What follows belongs to an exercise in optimizing a design on an open flow for small area; a production flow would make more cautious choices. In this exercise RTL edits were held to simulation tests only and were not proved equivalent to the original.

`flow/constraint.sdc`:
```
create_clock -name core_clock -period 20.0 [get_ports {sys_clk}]
set_input_delay 4.0000 -clock core_clock [delete_from_list [all_inputs] [get_ports {sys_clk}]]
set_output_delay 4.0000 -clock core_clock [all_outputs]
set_load 0.01 [all_outputs]
```
`flow/run.sh`:
```
#!/bin/bash
# synth_recipe.tcl (not shown) runs the flow's synth.tcl, then flattens the netlist and writes it again
# the make line also repeats each setting of config.mk as NAME=value (left out here)
make -C /OpenROAD-flow-scripts/flow DESIGN_CONFIG=/design/flow/config.mk WORK_HOME=/design/flow/orfs CLKGATE_MAP_FILE= SYNTH_SCRIPT=/design/flow/synth_recipe.tcl finish
```
`flow/config.mk`:
```
export PLATFORM = sky130hd
export DESIGN_NAME = seg_led_top
export DESIGN_NICKNAME = seg_led_top
export VERILOG_FILES = /design/flow/design.v
export SDC_FILE = /design/flow/constraint.sdc
export NUM_CORES = 4
export LEC_CHECK = 0
export CAP_MARGIN = 20
export CORE_MARGIN = 2
export CORE_UTILIZATION = 40
export SLEW_MARGIN = 20
```
`flow/design.v`:
```
module key_debounce(
    input clk,
    input rst_n,
    input key,
    output reg key_filtered
);
    parameter CNT_MAX = 20'd40;    
    reg [19:0] cnt;
    reg key_d0;
    reg key_d1;
    always @(posedge clk or negedge rst_n) begin
        if (!rst_n) begin
            key_d0 <= 1'b1;
            key_d1 <= 1'b1;
        end
        else begin
            key_d0 <= key;
            key_d1 <= key_d0;
        end
    end
    always @(posedge clk or negedge rst_n) begin
        if (!rst_n) begin
            cnt <= 20'd0;
        end
        else begin
            if (key_d1 != key_d0) begin  
                cnt <= CNT_MAX;
            end
            else begin   
                if (cnt > 20'd0) begin
                    cnt <= cnt - 1'b1;
                end
                else begin
                    cnt <= 20'd0;
                end
            end
        end
    end
    always @(posedge clk or negedge rst_n) begin
        if (!rst_n) begin
            key_filtered <= 1'b1;
        end
        else if (cnt == 20'd1) begin
            key_filtered <= key_d1;
        end
        else begin
            key_filtered <= key_filtered;
        end
    end
endmodule
module batch_debounce(
    input clk,
    input rst_n,
    input [3:0] keys,
    output [3:0] neg_keys_filtered
);
    reg [3:0] keys_filter_d0;
    wire [3:0] keys_filtered;
    assign neg_keys_filtered = (~keys_filtered) & keys_filter_d0;
    always @(posedge clk or negedge rst_n) begin
        if (!rst_n) begin
            keys_filter_d0 <= 4'b1111;
        end
        else begin
            keys_filter_d0 <= keys_filtered;
        end
    end
    key_debounce u_key_debounce1(
        .clk(clk), 
        .rst_n(rst_n),
        .key(keys[0]),
        .key_filtered(keys_filtered[0])
    );
    key_debounce u_key_debounce2(
        .clk(clk), 
        .rst_n(rst_n),
        .key(keys[1]),
        .key_filtered(keys_filtered[1])
    );
    key_debounce u_key_debounce3(
        .clk(clk), 
        .rst_n(rst_n),
        .key(keys[2]),
        .key_filtered(keys_filtered[2])
    );
    key_debounce u_key_debounce4(
        .clk(clk), 
        .rst_n(rst_n),
        .key(keys[3]),
        .key_filtered(keys_filtered[3])
    );
endmodule
module cnt2time(
    input clk,
    input rst_n,
    input [19:0] cnt_i,
    output reg [19:0] data
);
    reg [5:0] seconds;
    reg [5:0] minutes;
    reg [5:0] hours;
    always @(posedge clk or negedge rst_n) begin
        if (!rst_n) begin
            data <= 20'b0;
        end
        else begin
            seconds = cnt_i % 60;
            minutes = cnt_i / 60 % 60;
            hours = cnt_i / 3600 % 24;
            data <= hours * 10000 + minutes * 100 + seconds;
        end
    end
endmodule
module cntalm2time(
    input clk,
    input rst_n,
    input [19:0] cnt_i,
    output reg [19:0] data
);
    reg [5:0] seconds;
    reg [5:0] minutes;
    reg [5:0] hours;
    always @(posedge clk or negedge rst_n) begin
        if (!rst_n) begin
            data <= 20'b0;
        end
        else begin
            seconds = cnt_i % 60;
            minutes = cnt_i / 60 % 60;
            hours = cnt_i / 3600 % 25;
            data <= hours * 10000 + minutes * 100 + seconds;
        end
    end
endmodule
module alarm(
    input clk,
    input rst_n,
    input [2:0] sys_status,
    input [19:0] offset,
    input [3:0] neg_keys_filtered,
    input [19:0] cnt_i,  
    output reg [19:0] cnt_alm,
    output reg reach_alarm_time
);
    parameter S_ALARMTUNING = 3'd5;
    parameter K_CONFIRM = 4'b1000;
    parameter OFFSET_INIT = 20'h7ffff;   
    localparam ALARM_OFF = 20'd86_400;    
    localparam SEC_PER_DAY = 20'd86400;  
    reg [19:0] abs_offset;
    reg [19:0] cnt_tmp;
    always @(posedge clk or negedge rst_n) begin
        if (!rst_n) begin
            abs_offset <= 20'b0;
        end
        else begin
            if (sys_status == S_ALARMTUNING) begin
                if (offset < OFFSET_INIT) begin  
                    abs_offset <= OFFSET_INIT - offset;
                end
                else begin   
                    abs_offset <= offset - OFFSET_INIT;
                end
            end
        end
    end
    always @(posedge clk or negedge rst_n) begin
        if (!rst_n) begin
            cnt_alm <= ALARM_OFF;
        end
        else begin
            if (sys_status == S_ALARMTUNING) begin
                if (offset < OFFSET_INIT) begin  
                    if (cnt_tmp < abs_offset) begin
                        cnt_alm <= ALARM_OFF;
                    end
                    else begin
                        cnt_alm <= cnt_tmp - abs_offset;
                    end
                end
                else begin   
                    if (cnt_tmp + abs_offset > SEC_PER_DAY) begin
                        cnt_alm <= ALARM_OFF;
                    end
                    else begin
                        cnt_alm <= cnt_tmp + abs_offset;
                    end
                end
            end
            else begin
                cnt_alm <= cnt_tmp;
            end
        end
    end
    always @(posedge clk or negedge rst_n) begin
        if (!rst_n) begin
            cnt_tmp <= ALARM_OFF;
        end
        else begin
            if (sys_status == S_ALARMTUNING && neg_keys_filtered == K_CONFIRM) begin
                cnt_tmp <= cnt_alm;
            end
        end
    end
    always @(posedge clk or negedge rst_n) begin
        if (!rst_n) begin
            reach_alarm_time <= 20'b0;
        end
        else begin
            if (cnt_i == cnt_alm) begin
                reach_alarm_time <= 20'b1;
            end
            else begin
                reach_alarm_time <= 20'b0;
            end
        end
    end
endmodule
module count(
    input clk,
    input rst_n,
    input [2:0] sys_status,
    input [19:0] offset,
    input [3:0] neg_keys_filtered,
    output [19:0] data,
    output reg [5:0] point,
    output reg en,
    output reg sign,
    output [19:0] alarm_data,
    output reach_alarm_time
    );
    parameter MAX_NUM = 26'd500;  
    parameter S_INIT = 3'd0;
    parameter S_NORM = 3'd1;
    parameter S_TUNESEL = 3'd2;
    parameter S_TUNING  = 3'd3;
    parameter S_TUNEALARM = 3'd4;
    parameter S_ALARMTUNING = 3'd5;
    parameter S_ALARMING = 3'd6;
    parameter K_CONFIRM = 4'b1000;
    parameter OFFSET_INIT = 20'h7ffff;   
    localparam SEC_PER_DAY = 20'd86400;  
    localparam RUNNING  = 1'b1;
    localparam STOPPING = 1'b0;
    reg [19:0] cnt_i;
    reg [25:0] cnt_100ms;
    reg cnt_100ms_flag;
    reg run;
    reg [19:0] abs_offset;
    reg [19:0] cnt_j;
    wire [19:0] cnt_alm;
    always @(posedge clk or negedge rst_n) begin
        if (!rst_n) begin
            run <= STOPPING;
        end
        else begin
            case (sys_status)
                S_INIT:        run <= STOPPING;
                S_NORM:        run <= RUNNING;
                S_TUNESEL:     run <= STOPPING;
                S_TUNING:      run <= STOPPING;
                S_TUNEALARM:   run <= RUNNING;
                S_ALARMTUNING: run <= RUNNING;
                S_ALARMING:    run <= RUNNING;
                default:       run <= run;
            endcase
        end
    end
    always @(posedge clk or negedge rst_n) begin
        if (!rst_n) begin
            cnt_100ms <= 26'b0;
            cnt_100ms_flag <= 1'b0;
        end
        else if (cnt_100ms < MAX_NUM - 1'b1) begin
            cnt_100ms <= cnt_100ms + 1'b1;
            cnt_100ms_flag <= 1'b0;
        end
        else begin
            cnt_100ms <= 26'b0;
            cnt_100ms_flag <= 1'b1;
        end
    end
    always @(posedge clk or negedge rst_n) begin
        if (!rst_n) begin
            abs_offset <= 20'b0;
        end
        else begin
            if (sys_status == S_TUNING) begin
                if (offset < OFFSET_INIT) begin  
                    abs_offset <= OFFSET_INIT - offset;
                end
                else begin   
                    abs_offset <= offset - OFFSET_INIT;
                end
            end
        end
    end
    always @(posedge clk or negedge rst_n) begin
        if (!rst_n) begin
            cnt_i <= 20'b0;
        end
        else begin
            if (cnt_100ms_flag) begin
                if (cnt_i < SEC_PER_DAY) begin
                    if (run == 1'b1) begin
                        cnt_i <= cnt_i + 1'b1;
                    end
                    else begin
                        cnt_i <= cnt_i;
                    end
                end
                else begin
                    cnt_i <= 20'b0;
                end
            end
            if (sys_status == S_TUNING && neg_keys_filtered == K_CONFIRM) begin
                cnt_i <= cnt_j;
            end
        end
    end
    always @(posedge clk or negedge rst_n) begin
        if (!rst_n) begin
            cnt_j <= 20'b0;
        end
        else begin
            if (sys_status == S_TUNING) begin
                if (offset < OFFSET_INIT) begin  
                    if (cnt_i < abs_offset) begin
                        cnt_j <= cnt_j;
                    end
                    else begin
                        cnt_j <= cnt_i - abs_offset;
                    end
                end
                else begin   
                    if (cnt_i + abs_offset > SEC_PER_DAY) begin
                        cnt_j <= cnt_j;
                    end
                    else begin
                        cnt_j <= cnt_i + abs_offset;
                    end
                end
            end
            else begin
                cnt_j <= cnt_i;
            end
        end
    end
    cnt2time u_cnt2time (
        .clk(clk),
        .rst_n(rst_n), 
        .cnt_i(cnt_j),
        .data(data)
    );
    alarm #(
        .S_ALARMTUNING(S_ALARMTUNING),
        .K_CONFIRM(K_CONFIRM),
        .OFFSET_INIT(OFFSET_INIT)
    ) u_alarm (
        .clk(clk),
        .rst_n(rst_n),
        .sys_status (sys_status),
        .offset (offset),
        .neg_keys_filtered (neg_keys_filtered),
        .cnt_i(cnt_j),
        .cnt_alm (cnt_alm),
        .reach_alarm_time (reach_alarm_time)
    );
    cntalm2time u_cntalm2time (
        .clk(clk),
        .rst_n(rst_n), 
        .cnt_i(cnt_alm),
        .data(alarm_data)
    );
    always @(posedge clk or negedge rst_n) begin
        if (!rst_n) begin
            point <= 6'b010100;
            en <= 1'b0;
            sign <= 1'b0;
        end
        else begin
            point <= 6'b010100;
            en <= 1'b1;
            sign <= 1'b0;
        end
    end
endmodule
module tune_offset(
    input clk,
    input rst_n,
    input [2:0] sys_status,
    input [1:0] tune_status,
    input [3:0] neg_keys_filtered,
    output reg [19:0] offset
);
    parameter S_TUNING  = 3'd3;
    parameter S_ALARMTUNING = 3'd5;
    parameter T_NONE = 2'd0;
    parameter T_HOUR = 2'd3;
    parameter T_MINUTE = 2'd2;
    parameter T_SECOND = 2'd1;
    parameter MV_LEFT  = 4'b0010;
    parameter MV_RIGHT = 4'b0100;
    parameter OFFSET_INIT = 20'h7ffff;
    always @(posedge clk or negedge rst_n) begin
        if (!rst_n) begin
            offset <= OFFSET_INIT;
        end
        else begin
            if (sys_status == S_TUNING || sys_status == S_ALARMTUNING) begin
                case (tune_status)
                    T_HOUR: begin
                        if (neg_keys_filtered == MV_LEFT) begin
                            if (offset < 3600) begin
                                offset <= offset;
                            end
                            else begin
                                offset <= offset - 3600;
                            end
                        end
                        else if (neg_keys_filtered == MV_RIGHT) begin
                            if (offset > 20'hfffff - 3600) begin
                                offset <= offset;
                            end
                            else begin
                                offset <= offset + 3600;
                            end
                        end
                    end
                    T_MINUTE: begin
                        if (neg_keys_filtered == MV_LEFT) begin
                            if (offset < 60) begin
                                offset <= offset;
                            end
                            else begin
                                offset <= offset - 60;
                            end
                        end
                        else if (neg_keys_filtered == MV_RIGHT) begin
                            if (offset > 20'hfffff - 60) begin
                                offset <= offset;
                            end
                            else begin
                                offset <= offset + 60;
                            end
                        end
                    end
                    T_SECOND: begin
                        if (neg_keys_filtered == MV_LEFT) begin
                            if (offset < 1) begin
                                offset <= offset;
                            end
                            else begin
                                offset <= offset - 1;
                            end
                        end
                        else if (neg_keys_filtered == MV_RIGHT) begin
                            if (offset > 20'hfffff - 1) begin
                                offset <= offset;
                            end
                            else begin
                                offset <= offset + 1;
                            end
                        end
                    end
                    default: begin
                        offset <= OFFSET_INIT;
                    end
                endcase
            end
            else begin
                offset <= OFFSET_INIT;
            end
        end
    end
endmodule
module sys_status_mgr(
    input clk,
    input rst_n, 
    input [3:0] neg_keys_filtered,
    input reach_alarm_time,
    output reg [2:0] sys_status
);
    parameter S_INIT = 3'd0;
    parameter S_NORM = 3'd1;
    parameter S_TUNESEL = 3'd2;
    parameter S_TUNING  = 3'd3;
    parameter S_TUNEALARM = 3'd4;
    parameter S_ALARMTUNING = 3'd5;
    parameter S_ALARMING = 3'd6;
    parameter K_CONFIRM = 4'b1000;
    parameter K_CANCEL  = 4'b0001;
    always @(posedge clk or negedge rst_n) begin
        if (!rst_n) begin
            sys_status <= 3'd0;
        end
        else begin
            case (sys_status)
                S_INIT: begin
                    if (neg_keys_filtered == 4'b0000) begin
                        sys_status <= S_NORM;
                    end
                    else begin
                        sys_status <= sys_status;
                    end
                end
                S_NORM: begin
                    if (neg_keys_filtered == 4'b1000) begin
                        sys_status <= S_TUNESEL;
                    end
                    else if (neg_keys_filtered == 4'b0001) begin
                        sys_status <= S_TUNEALARM;
                    end
                    else if (reach_alarm_time == 1'b1) begin
                        sys_status <= S_ALARMING;
                    end
                    else begin
                        sys_status <= sys_status;
                    end
                end
                S_TUNESEL: begin
                    if (neg_keys_filtered == K_CANCEL) begin
                        sys_status <= S_NORM;
                    end
                    else if (neg_keys_filtered == K_CONFIRM) begin
                        sys_status <= S_TUNING;
                    end
                    else begin
                        sys_status <= sys_status;
                    end
                end
                S_TUNING: begin
                    if (neg_keys_filtered == K_CANCEL) begin
                        sys_status <= S_TUNESEL;
                    end
                    else if (neg_keys_filtered == K_CONFIRM) begin
                        sys_status <= S_TUNESEL;
                    end
                    else begin
                        sys_status <= sys_status;
                    end
                end
                S_TUNEALARM: begin
                    if (neg_keys_filtered == K_CONFIRM) begin
                        sys_status <= S_ALARMTUNING;
                    end
                    else if (neg_keys_filtered == K_CANCEL) begin
                        sys_status <= S_NORM;
                    end
                    else begin
                        sys_status <= sys_status;
                    end
                end
                S_ALARMTUNING: begin
                    if (neg_keys_filtered == K_CANCEL) begin
                        sys_status <= S_TUNEALARM;
                    end
                    else if (neg_keys_filtered == K_CONFIRM) begin
                        sys_status <= S_TUNEALARM;
                    end
                    else begin
                        sys_status <= sys_status;
                    end
                end
                S_ALARMING: begin
                    if (|neg_keys_filtered) begin
                        sys_status <= S_NORM;
                    end
                    else begin
                        sys_status <= sys_status;
                    end
                end
                default: sys_status <= S_NORM;
            endcase
        end
    end
endmodule
module tune_status_mgr(
    input clk,
    input rst_n,
    input [3:0] neg_keys_filtered,
    input [2:0] sys_status,
    output reg [1:0] tune_status
);
    parameter T_NONE = 2'd0;
    parameter T_HOUR = 2'd3;
    parameter T_MINUTE = 2'd2;
    parameter T_SECOND = 2'd1;
    parameter S_TUNESEL = 3'd2;
    parameter S_TUNING = 3'd3;
    parameter S_TUNEALARM = 3'd4;
    parameter S_ALARMTUNING = 3'd5;
    parameter MV_LEFT = 4'b0010;
    parameter MV_RIGHT = 4'b0100;
    always @(posedge clk or negedge rst_n) begin
        if (!rst_n) begin
            tune_status <= T_NONE;
        end
        else if (sys_status == S_TUNESEL || sys_status == S_TUNEALARM) begin
            case (tune_status)
                T_NONE: tune_status <= T_SECOND;
                T_SECOND: begin
                    if (neg_keys_filtered == MV_LEFT) begin
                        tune_status <= T_MINUTE;
                    end
                    else if (neg_keys_filtered == MV_RIGHT) begin
                        tune_status <= T_HOUR;
                    end
                    else begin
                        tune_status <= tune_status;
                    end
                end
                T_MINUTE: begin
                    if (neg_keys_filtered == MV_LEFT) begin
                        tune_status <= T_HOUR;
                    end
                    else if (neg_keys_filtered == MV_RIGHT) begin
                        tune_status <= T_SECOND;
                    end
                    else begin
                        tune_status <= tune_status;
                    end
                end
                T_HOUR: begin
                    if (neg_keys_filtered == MV_LEFT) begin
                        tune_status <= T_SECOND;
                    end
                    else if (neg_keys_filtered == MV_RIGHT) begin
                        tune_status <= T_MINUTE;
                    end
                    else begin
                        tune_status <= tune_status;
                    end
                end
                default: tune_status <= T_NONE;
            endcase
        end
        else if (sys_status == S_TUNING || sys_status == S_ALARMTUNING) begin
            tune_status <= tune_status;
        end
        else begin
            tune_status <= T_NONE;
        end
    end
endmodule
module binary2bcd(
    input wire sys_clk,
    input wire sys_rst_n,
    input wire [19:0] data,
    output reg [23:0] bcd_data
    );
    parameter CNT_SHIFT_NUM = 7'd20;
    reg [6:0] cnt_shift;
    reg [43:0] data_shift;
    reg shift_flag;
    always @(posedge sys_clk or negedge sys_rst_n) begin
        if (!sys_rst_n) begin
            cnt_shift <= 7'd0;
        end
        else if ((cnt_shift == CNT_SHIFT_NUM + 1) && (shift_flag)) begin
            cnt_shift <= 7'd0;
        end
        else if (shift_flag) begin
            cnt_shift <= cnt_shift + 1'b1;
        end
        else begin
            cnt_shift <= cnt_shift;
        end
    end
    always @(posedge sys_clk or negedge sys_rst_n) begin
        if (!sys_rst_n) begin
            data_shift <= 44'd0;
        end
        else if (cnt_shift == 7'd0) begin
            data_shift <= {24'b0, data};
        end
        else if ((cnt_shift <= CNT_SHIFT_NUM) && (!shift_flag)) begin
            data_shift[23:20] <= (data_shift[23:20] > 4)
            ? (data_shift[23:20] + 2'd3):(data_shift[23:20]);
            data_shift[27:24] <= (data_shift[27:24] > 4)
            ? (data_shift[27:24] + 2'd3):(data_shift[27:24]);
            data_shift[31:28] <= (data_shift[31:28] > 4)
            ? (data_shift[31:28] + 2'd3):(data_shift[31:28]);
            data_shift[35:32] <= (data_shift[35:32] > 4)
            ? (data_shift[35:32] + 2'd3):(data_shift[35:32]);
            data_shift[39:36] <= (data_shift[39:36] > 4)
            ? (data_shift[39:36] + 2'd3):(data_shift[39:36]);
            data_shift[43:40] <= (data_shift[43:40] > 4)
            ? (data_shift[43:40] + 2'd3):(data_shift[43:40]);
        end
        else if ((cnt_shift <= CNT_SHIFT_NUM) && (shift_flag)) begin
            data_shift <= data_shift << 1;
        end
        else begin
            data_shift <= data_shift;
        end
    end
    always @(posedge sys_clk or negedge sys_rst_n) begin
        if (!sys_rst_n) begin
            shift_flag <= 1'b0;
        end
        else begin
            shift_flag <= ~shift_flag;
        end
    end
    always @(posedge sys_clk or negedge sys_rst_n) begin
        if (!sys_rst_n) begin
            bcd_data <= 24'd0;
        end
        else if (cnt_shift == CNT_SHIFT_NUM + 1) begin
            bcd_data <= data_shift[43:20];
        end
        else begin
            bcd_data <= bcd_data;
        end
    end
endmodule
module seg_data_sel(
    input clk,
    input rst_n,
    input [2:0] sys_status,
    input [19:0] data,
    input [19:0] alarm_data,
    output reg [19:0] seg_data
);
    parameter S_TUNEALARM = 3'd4;
    parameter S_ALARMTUNING = 3'd5;
    always @(posedge clk or negedge rst_n) begin
        if (!rst_n) begin
            seg_data <= 20'd0;
        end
        else begin
            case (sys_status)
                S_TUNEALARM:    seg_data <= alarm_data;
                S_ALARMTUNING:  seg_data <= alarm_data;
                default: seg_data <= data;
            endcase
        end
    end
endmodule
module seg_led(
    input clk,
    input rst_n,
    input [19:0] data,
    input [5:0] point,
    input en,
    input sign,
    output reg [5:0] seg_sel,
    output reg [7:0] seg_led
    );
    localparam MAX_NUM = 4;  
    reg [23:0] bcd_data_t;
    reg [15:0] cnt_1ms;
    reg cnt_1ms_flag;
    reg [2:0] cnt_sel;
    reg [3:0] bcd_data_disp;
    reg dot_disp;
    wire [23:0] bcd_data;
    always @(posedge clk or negedge rst_n) begin
        if (!rst_n) begin
            bcd_data_t <= 24'b0;
        end
        else begin
            if (bcd_data[23:20] || point[5]) begin   
                bcd_data_t <= bcd_data;
            end
            else if (bcd_data[19:16] || point[4]) begin  
                bcd_data_t[19:0] <= bcd_data[19:0];
                if (sign) begin
                    bcd_data_t[23:20] <= 4'd11;
                end
                else begin
                    bcd_data_t[23:20] <= 4'd10;
                end
            end
            else if (bcd_data[15:12] || point[3]) begin  
                bcd_data_t[15:0] <= bcd_data[15:0];
                bcd_data_t[23:20] <= 4'd10;
                if (sign) begin
                    bcd_data_t[19:16] <= 4'd11;
                end
                else begin
                    bcd_data_t[19:16] <= 4'd10;
                end
            end
            else if (bcd_data[11:8] || point[2]) begin  
                bcd_data_t[11:0] <= bcd_data[11:0];
                bcd_data_t[23:16] <= {2{4'd10}};
                if (sign) begin
                    bcd_data_t[15:12] <= 4'd11;
                end
                else begin
                    bcd_data_t[15:12] <= 4'd10;
                end
            end
            else if (bcd_data[7:4] || point[1]) begin  
                bcd_data_t[7:0] <= bcd_data[7:0];
                bcd_data_t[23:12] <= {3{4'd10}};
                if (sign) begin
                    bcd_data_t[11:8] <= 4'd11;
                end
                else begin
                    bcd_data_t[11:8] <= 4'd10;
                end
            end
            else begin
                bcd_data_t[3:0] <= bcd_data[3:0];
                bcd_data_t[23:8] <= {4{4'd10}};
                if (sign) begin
                    bcd_data_t[7:4] <= 4'd11;
                end
                else begin
                    bcd_data_t[7:4] <= 4'd10;
                end
            end
        end
    end
    always @(posedge clk or negedge rst_n) begin
        if (!rst_n) begin
            cnt_1ms <= 13'b0;
            cnt_1ms_flag <= 1'b0;
        end
        else if (cnt_1ms < MAX_NUM - 1'b1) begin
            cnt_1ms <= cnt_1ms + 1;
            cnt_1ms_flag <= 1'b0;
        end
        else begin
            cnt_1ms <= 13'b0;
            cnt_1ms_flag <= 1'b1;
        end
    end
    always @(posedge clk or negedge rst_n) begin
        if (!rst_n) begin
            cnt_sel <= 3'b0;
        end
        else if (cnt_1ms_flag) begin
            if (cnt_sel < 3'd5) begin
                cnt_sel <= cnt_sel + 1'b1;
            end
            else begin
                cnt_sel <= 3'b0;
            end
        end
        else begin
            cnt_sel <= cnt_sel;
        end
    end
    always @(posedge clk or negedge rst_n) begin
        if (!rst_n) begin
            seg_sel <= 6'b111111;
            bcd_data_disp <= 4'b0;
            dot_disp <= 1'b1;
        end
        else begin
            if (en) begin
                case (cnt_sel)
                    3'd0 : begin
                        seg_sel <= 6'b111110;
                        bcd_data_disp <= bcd_data_t[3:0];
                        dot_disp <= ~point[0];
                    end
                    3'd1 : begin
                        seg_sel <= 6'b111101;
                        bcd_data_disp <= bcd_data_t[7:4];
                        dot_disp <= ~point[1];
                    end
                    3'd2 : begin
                        seg_sel <= 6'b111011;
                        bcd_data_disp <= bcd_data_t[11:8];
                        dot_disp <= ~point[2];
                    end
                    3'd3 : begin
                        seg_sel <= 6'b110111;
                        bcd_data_disp <= bcd_data_t[15:12];
                        dot_disp <= ~point[3];
                    end
                    3'd4 : begin
                        seg_sel <= 6'b101111;
                        bcd_data_disp <= bcd_data_t[19:16];
                        dot_disp <= ~point[4];
                    end
                    3'd5 : begin
                        seg_sel <= 6'b011111;
                        bcd_data_disp <= bcd_data_t[23:20];
                        dot_disp <= ~point[5];
                    end
                    default : begin
                        seg_sel <= 6'b111111;
                        bcd_data_disp <= 4'b0;
                        dot_disp <= 1;
                    end
                endcase 
            end
            else begin   
                seg_sel <= 6'b111111;
                bcd_data_disp <= 4'b0;
                dot_disp <= 1;
            end
        end
    end
    always @(posedge clk or negedge rst_n) begin
        if (!rst_n) begin
            seg_led <= 8'hff;
        end
        else begin
            case (bcd_data_disp)
                4'd0 : seg_led <= {dot_disp,7'b1000000};
                4'd1 : seg_led <= {dot_disp,7'b1111001};
                4'd2 : seg_led <= {dot_disp,7'b0100100};
                4'd3 : seg_led <= {dot_disp,7'b0110000};
                4'd4 : seg_led <= {dot_disp,7'b0011001};
                4'd5 : seg_led <= {dot_disp,7'b0010010};
                4'd6 : seg_led <= {dot_disp,7'b0000010};
                4'd7 : seg_led <= {dot_disp,7'b1111000};
                4'd8 : seg_led <= {dot_disp,7'b0000000};
                4'd9 : seg_led <= {dot_disp,7'b0010000};
                4'd10: seg_led <= {dot_disp,7'b1000000};   
                4'd11: seg_led <= 8'b10111111;   
                default : seg_led <= 8'hff;
            endcase
        end
    end
    binary2bcd u_binary2bcd (
        .sys_clk (clk),
        .sys_rst_n (rst_n),
        .data (data),
        .bcd_data (bcd_data)
    );
endmodule
module led_ctrl (
    input clk,
    input rst_n,
    input [2:0] sys_status,
    input [1:0] tune_status,
    output reg [3:0] leds
);
    parameter S_INIT = 3'd0;
    parameter S_NORM = 3'd1;
    parameter S_TUNESEL = 3'd2;
    parameter S_TUNING  = 3'd3;
    parameter S_TUNEALARM = 3'd4;
    parameter S_ALARMTUNING = 3'd5;
    parameter S_ALARMING = 3'd6;
    parameter T_NONE = 2'd0;
    parameter T_HOUR = 2'd3;
    parameter T_MINUTE = 2'd2;
    parameter T_SECOND = 2'd1;
    localparam MAX_NUM = 26'd500 >> 3;  
    reg [25:0] cnt;
    reg cnt_flag;
    always @(posedge clk or negedge rst_n) begin
        if (!rst_n) begin
            cnt <= 26'b0;
            cnt_flag <= 1'b0;
        end
        else if (cnt < MAX_NUM - 1'b1) begin
            cnt <= cnt + 1'b1;
        end
        else begin
            cnt <= 26'b0;
            cnt_flag <= ~cnt_flag;
        end
    end
    always @(posedge clk or negedge rst_n) begin
        if (!rst_n) begin
            leds <= 4'b0001;
        end
        else begin
            case (sys_status)
                S_INIT: leds <= 4'b0001;
                S_NORM: leds <= 4'b0010;
                S_TUNESEL: begin
                    case (tune_status)
                        T_SECOND: leds <= 4'b1100;
                        T_MINUTE: leds <= 4'b1010;
                        T_HOUR:   leds <= 4'b1001;
                        default:  leds <= 4'b1000;
                    endcase
                end
                S_TUNING: leds <= 4'b1111;
                S_TUNEALARM: begin
                    case (tune_status)
                        T_SECOND: leds <= 4'b1100;
                        T_MINUTE: leds <= 4'b1010;
                        T_HOUR:   leds <= 4'b1001;
                        default:  leds <= 4'b1000;
                    endcase
                end
                S_ALARMTUNING: leds <= 4'b1111;
                S_ALARMING: begin
                    if (cnt_flag) begin
                        leds <= 4'b1100;
                    end
                    else begin
                        leds <= 4'b0011;
                    end
                end
                default: leds <= leds;
            endcase
        end
    end
endmodule
module seg_led_top(
    input sys_clk,
    input sys_rst_n,
    input [3:0] keys,
    output [3:0] leds,
    output [5:0] seg_sel,
    output [7:0] seg_led
);
    wire [19:0] data;
    wire [5:0] point;
    wire en;
    wire sign;
    wire [19:0] alarm_data;
    wire reach_alarm_time;
    wire [19:0] seg_data;
    wire [3:0] neg_keys_filtered;
    wire [2:0] sys_status;
    wire [1:0] tune_status;
    wire [19:0] offset;
    parameter MAX_NUM = 26'd500;  
    parameter OFFSET_INIT = 20'h7ffff;   
    parameter S_INIT = 3'd0;
    parameter S_NORM = 3'd1;
    parameter S_TUNESEL = 3'd2;
    parameter S_TUNING  = 3'd3; 
    parameter S_TUNEALARM = 3'd4;
    parameter S_ALARMTUNING = 3'd5;
    parameter S_ALARMING = 3'd6;
    parameter T_NONE = 2'd0;
    parameter T_HOUR = 2'd3;
    parameter T_MINUTE = 2'd2;
    parameter T_SECOND = 2'd1;
    parameter MV_LEFT  = 4'b0010;
    parameter MV_RIGHT = 4'b0100;
    parameter K_CONFIRM = 4'b1000;
    parameter K_CANCEL  = 4'b0001;
    count #(
        .MAX_NUM(MAX_NUM),
        .S_INIT(S_INIT),
        .S_NORM(S_NORM),
        .S_TUNESEL(S_TUNESEL),
        .S_TUNING(S_TUNING),
        .OFFSET_INIT(OFFSET_INIT)
    ) u_count (
        .clk (sys_clk),
        .rst_n (sys_rst_n),
        .sys_status (sys_status),
        .offset (offset),
        .neg_keys_filtered (neg_keys_filtered),
        .data (data),
        .point (point),
        .en (en),
        .sign (sign),
        .alarm_data (alarm_data),
        .reach_alarm_time (reach_alarm_time)
    );
    tune_offset #(
        .S_TUNING(S_TUNING),
        .T_NONE(T_NONE),
        .T_HOUR(T_HOUR),
        .T_MINUTE(T_MINUTE), 
        .T_SECOND(T_SECOND),
        .MV_LEFT(MV_LEFT),
        .MV_RIGHT(MV_RIGHT),
        .OFFSET_INIT(OFFSET_INIT)
    ) u_tune_offset (
        .clk (sys_clk),
        .rst_n (sys_rst_n),
        .neg_keys_filtered (neg_keys_filtered),
        .sys_status (sys_status),
        .tune_status (tune_status),
        .offset (offset)
    );
    seg_data_sel #(
        .S_TUNEALARM(S_TUNEALARM),
        .S_ALARMTUNING(S_ALARMTUNING)
    ) u_seg_data_sel (
        .clk (sys_clk),
        .rst_n (sys_rst_n),
        .sys_status (sys_status),
        .data (data),
        .alarm_data (alarm_data),
        .seg_data (seg_data)
    );
    seg_led u_seg_led (
        .clk (sys_clk),
        .rst_n (sys_rst_n),
        .data (seg_data),
        .point (point),
        .en (en),
        .sign (sign),
        .seg_sel (seg_sel),
        .seg_led (seg_led)
    );
    batch_debounce u_batch_debounce (
        .clk (sys_clk),
        .rst_n (sys_rst_n),
        .keys (keys),
        .neg_keys_filtered(neg_keys_filtered)
    );
    sys_status_mgr #(
        .S_INIT(S_INIT),
        .S_NORM(S_NORM),
        .S_TUNESEL(S_TUNESEL),
        .S_TUNING(S_TUNING),
        .K_CONFIRM(K_CONFIRM),
        .K_CANCEL(K_CANCEL)
    ) u_sys_status_mgr (
        .clk (sys_clk),
        .rst_n (sys_rst_n),
        .neg_keys_filtered (neg_keys_filtered),
        .reach_alarm_time (reach_alarm_time),
        .sys_status(sys_status)
    );
    tune_status_mgr #(
        .T_NONE(T_NONE),
        .T_HOUR(T_HOUR),
        .T_MINUTE(T_MINUTE), 
        .T_SECOND(T_SECOND),
        .S_TUNESEL(S_TUNESEL),
        .S_TUNING(S_TUNING),
        .MV_LEFT(MV_LEFT),
        .MV_RIGHT(MV_RIGHT)
    ) u_tune_status_mgr (
        .clk (sys_clk),
        .rst_n (sys_rst_n),
        .neg_keys_filtered (neg_keys_filtered),
        .sys_status (sys_status),
        .tune_status (tune_status)
    );
    led_ctrl #(
        .S_INIT(S_INIT),
        .S_NORM(S_NORM),
        .S_TUNESEL(S_TUNESEL),
        .S_TUNING(S_TUNING),
        .T_NONE(T_NONE),
        .T_HOUR(T_HOUR),
        .T_MINUTE(T_MINUTE), 
        .T_SECOND(T_SECOND)
    ) u_led_ctrl (
        .clk (sys_clk),
        .rst_n (sys_rst_n),
        .sys_status (sys_status),
        .tune_status (tune_status),
        .leds (leds)
    );
endmodule
```
==> impl_metrics.env <==
export IMPL_tritoncts="yes"
export IMPL_antenna_left=0
export IMPL_die_area_mm2=0.0985
export IMPL_post_route_util_pct=44.0
export IMPL_overflow=0
export IMPL_antenna_cells=0
export IMPL_syn_area_mm2=0.0384
export IMPL_maxSlewViolCount=0
export IMPL_synth_compound_area_share_pct=21.4
export IMPL_multi_input_area_mm2=0.0242
export IMPL_cts_sinks=501
export IMPL_vias_per_cell=5.56
export IMPL_nets=4755
export IMPL_clkLatencyLatePin_ns=0.63
export IMPL_start_kind="flop"
export IMPL_clk_root_buffer_cell="clkbuf_16"
export IMPL_hold_buffers=0
export IMPL_synth_fa_ha_area_share_pct=10.4
export IMPL_synth_edf_count=0
export IMPL_grt_max_degree=141
export IMPL_hold_viol_final=0
export IMPL_mostFrequentLayoutCells="nand2_1, dfrtp_1, nor2_1, o21ai_0, a21oi_1"
export IMPL_coreArea_mm2=0.0952
export IMPL_rsz0062_at_grt="no"
export IMPL_clk_pin_slew_worst_paths_ns=0.07
export IMPL_muxShareOfSynthArea_pct=4.07
export IMPL_syn2layout_area_growth_pct=8.91
export IMPL_clock_fmax_mhz=70.4
export IMPL_relSlewSlack_pct=34.1
export IMPL_grt_first_pass_wirelength_um=159000
export IMPL_ys_types=126
export IMPL_layout_commonest_cell="nand2_1"
export IMPL_cts_resized=0
export IMPL_drc=0
export IMPL_cts_buffer_depth=3
export IMPL_worst_pin_slew_ns=0.989
export IMPL_post_synth_cell_area_avg_um2=8.54
export IMPL_yosys_area_share_simple_pct=18.6
export IMPL_synthArstFlopShare_pct=100
export IMPL_hold_class="flop to flop"
export IMPL_drt_initial_drc_count=2256
export IMPL_ys_ff_latch=501
export IMPL_synth_top_family_by_area="compound AO/OA/AOI/OAI gates"
export IMPL_cts_made_buffers=55
export IMPL_synth_xor_area_share_pct=7.97
export IMPL_fin_skew_ns=0.0295
export IMPL_vias=32055
export IMPL_die_w_um=314
export IMPL_end_kind="flop"
export IMPL_row_count=113
export IMPL_ios=24
export IMPL_dpl_hpwl_um=69400
export IMPL_seq_area_mm2=0.0126
export IMPL_fin_tns_setup_ns=0
export IMPL_port_buffers=23
export IMPL_synth_ff_type="dfrtp_1"
export IMPL_critPathMaxStageDelay_ns=0.71
export IMPL_grt_pass1_vias=30577
export IMPL_ys_warnings_count=13
export IMPL_die_y_um=314
export IMPL_layout_min_cycle_time_ns=14.20
export IMPL_place_gp_congestion=0.903
export IMPL_synth_yosys_seq_area_share_pct=32.8
export IMPL_path_class="flop to flop"
export IMPL_status="no timing/DRC/antenna violations"
export IMPL_maxCapViolations=0
export IMPL_cts_setup_buffers=0
export IMPL_layout_drive_gt1_share_pct=8.35
export IMPL_syn_inst=4500
export IMPL_critical_path_required_ns=20.47
export IMPL_initial_core_util_pct=40.4
export IMPL_nFillCells=9331
export IMPL_finalSetupViolations=0
export IMPL_htreeDepth=2
export IMPL_post_route_period_util_pct=71.0
export IMPL_antenna_found_initial=0
export IMPL_holdWs_ns=0.369
export IMPL_first_pass_iters=6
export IMPL_cp_slowest_cell="or4_1"
export IMPL_wl_um=94900
export IMPL_wl_per_cell_um=16.5
export IMPL_crit_arrival_ns=14.66
export IMPL_path_max_fanout=21
export IMPL_grt_use_total_pct=19.2
-- cells in the mapped netlist, types with 33 or more instances --
cell type	n	area, µm²
clkbuf_1	158	593
nor4_1	55	344
mux2i_1	68	681
nand4_1	41	257
and3_1	50	313
nor3_1	114	571
dfrtp_1	440	11000
inv_1	245	920
o21bai_1	77	578
ha_1	264	3300
xnor2_1	252	2210
nor2b_1	35	219
a21o_1	70	526
a31oi_1	46	288
mux2_2	74	833
o21ai_0	325	1630
nand3_1	104	521
nand2b_1	36	225
nor2_1	401	1510
dfstp_2	61	1600
xor2_1	95	832
a211oi_1	33	248
a21oi_1	293	1470
nand2_1	464	1740
and2_1	43	269
-- area by class of cell --
type | count | area share (%)
clock buffer | 72 | 3.74
inverter | 253 | 2.28
sequential | 501 | 30.1
clock inverter | 31 | 0.945
multi-input combinational | 3587 | 57.9
timing repair buffer | 59 | 1.24
tap | 1265 | 3.78
-- path summary, 6_finish.rpt --
| check | start | endpoint | slack, ns | depth (start not counted) |
|---|---|---|---|---|
| hold reg to reg | u_batch_debounce.u_key_debounce1.key_d0 | u_batch_debounce.u_key_debounce1.key_d1 | 0.37 | 0 |
| min in group asynchronous | sys_rst_n | u_seg_led.u_binary2bcd.data_shift[29] | 3.38 | 1 |
| setup reg to reg | u_count.cnt_j[14] | u_count.u_cnt2time.data[18] | 5.80 | 51 |
| max in group asynchronous | sys_rst_n | u_led_ctrl.cnt[20] | 14.51 | 3 |
| hold / removal | u_batch_debounce.u_key_debounce1.key_d0 | u_batch_debounce.u_key_debounce1.key_d1 | 0.37 | 0 |
| setup / recovery | u_count.cnt_j[14] | u_count.u_cnt2time.data[18] | 5.80 | 51 |
-- cells by family after synthesis --
kind of cell | after synthesis
other | 2
muxes | 145
DFF | 501
buffers and inverters | 461
adders and majority gates | 305
xor gates and xnor gates | 348
AOI/OAI and AO/OA | 1241
and+or+nand+nor | 1497
-- critical path: cells and delay by family (launching register included) --
kind / cells / cell delay [ns]
compound gates: 16 / 4.95
buf+inv: 6 / 0.74
xor+xnor: 4 / 1.31
simple gates: 17 / 3.63
flops: 1 / 0.63
fa+ha+maj: 5 / 1.85
mux: 3 / 0.89
-- state kept, by name, indices dropped and copies added, names as in the netlist, 24 cells and up --
register / cells
u_led_ctrl.cnt: 26
u_count.cnt_100ms: 26
u_seg_led.u_binary2bcd.bcd_data: 24
u_seg_led.bcd_data_t: 24
u_seg_led.u_binary2bcd.data_shift: 44
-- layer usage --
metal  track usage [%]  vias up  share of wire (%)
met4              6.57        0                3.2
li1                  -    15912                  -
met5                 0        -                  0
met2              31.7      638                 47
met3              2.08      144                3.8
met1              26.3    15361                 46
-- through the flow --
stage / setup WS (ns) / std cells / instance area, µm²
2_1_floorplan: 8.53 / 4549 / 38600
4_1_cts: 5.87 / 5768 / 41800
6_report: 5.80 / 5768 / 41800
5_1_grt: 4.38 / 5768 / 41800
3_5_place_dp: 5.87 / 5665 / 39900
3_3_place_gp: 6.22 / 5665 / 39900

separate check: timing with driven ports:
Ports are ideal in the flow. The routed layout listed here was re-timed in OpenROAD.
Step 1 assumes that a clkbuf_16 drives the clock port and a buf_2 every other input.
Step 2 adds t to the input delays and takes it off the output delays; t is the mean of the earliest and latest rising clock arrival at the registers after step 1. Input paths then give back, and output paths get back, about the clock's delay inside the block.
Slacks: no drivers / after step 1 / after step 2; pairs: no drivers / after step 1.
shift t [ns]: 0.678
slack for setup (ns): 5.802 / 5.802 / 5.802
latest minus earliest clock arrival (ns): 0.029 / 0.030
slew at the worst register clock pin (ns): 0.07 / 0.07
After both steps this run still meets setup and hold. The setup slack of this run moves by 0.000 ns with the drivers and by 0.000 ns with both steps.
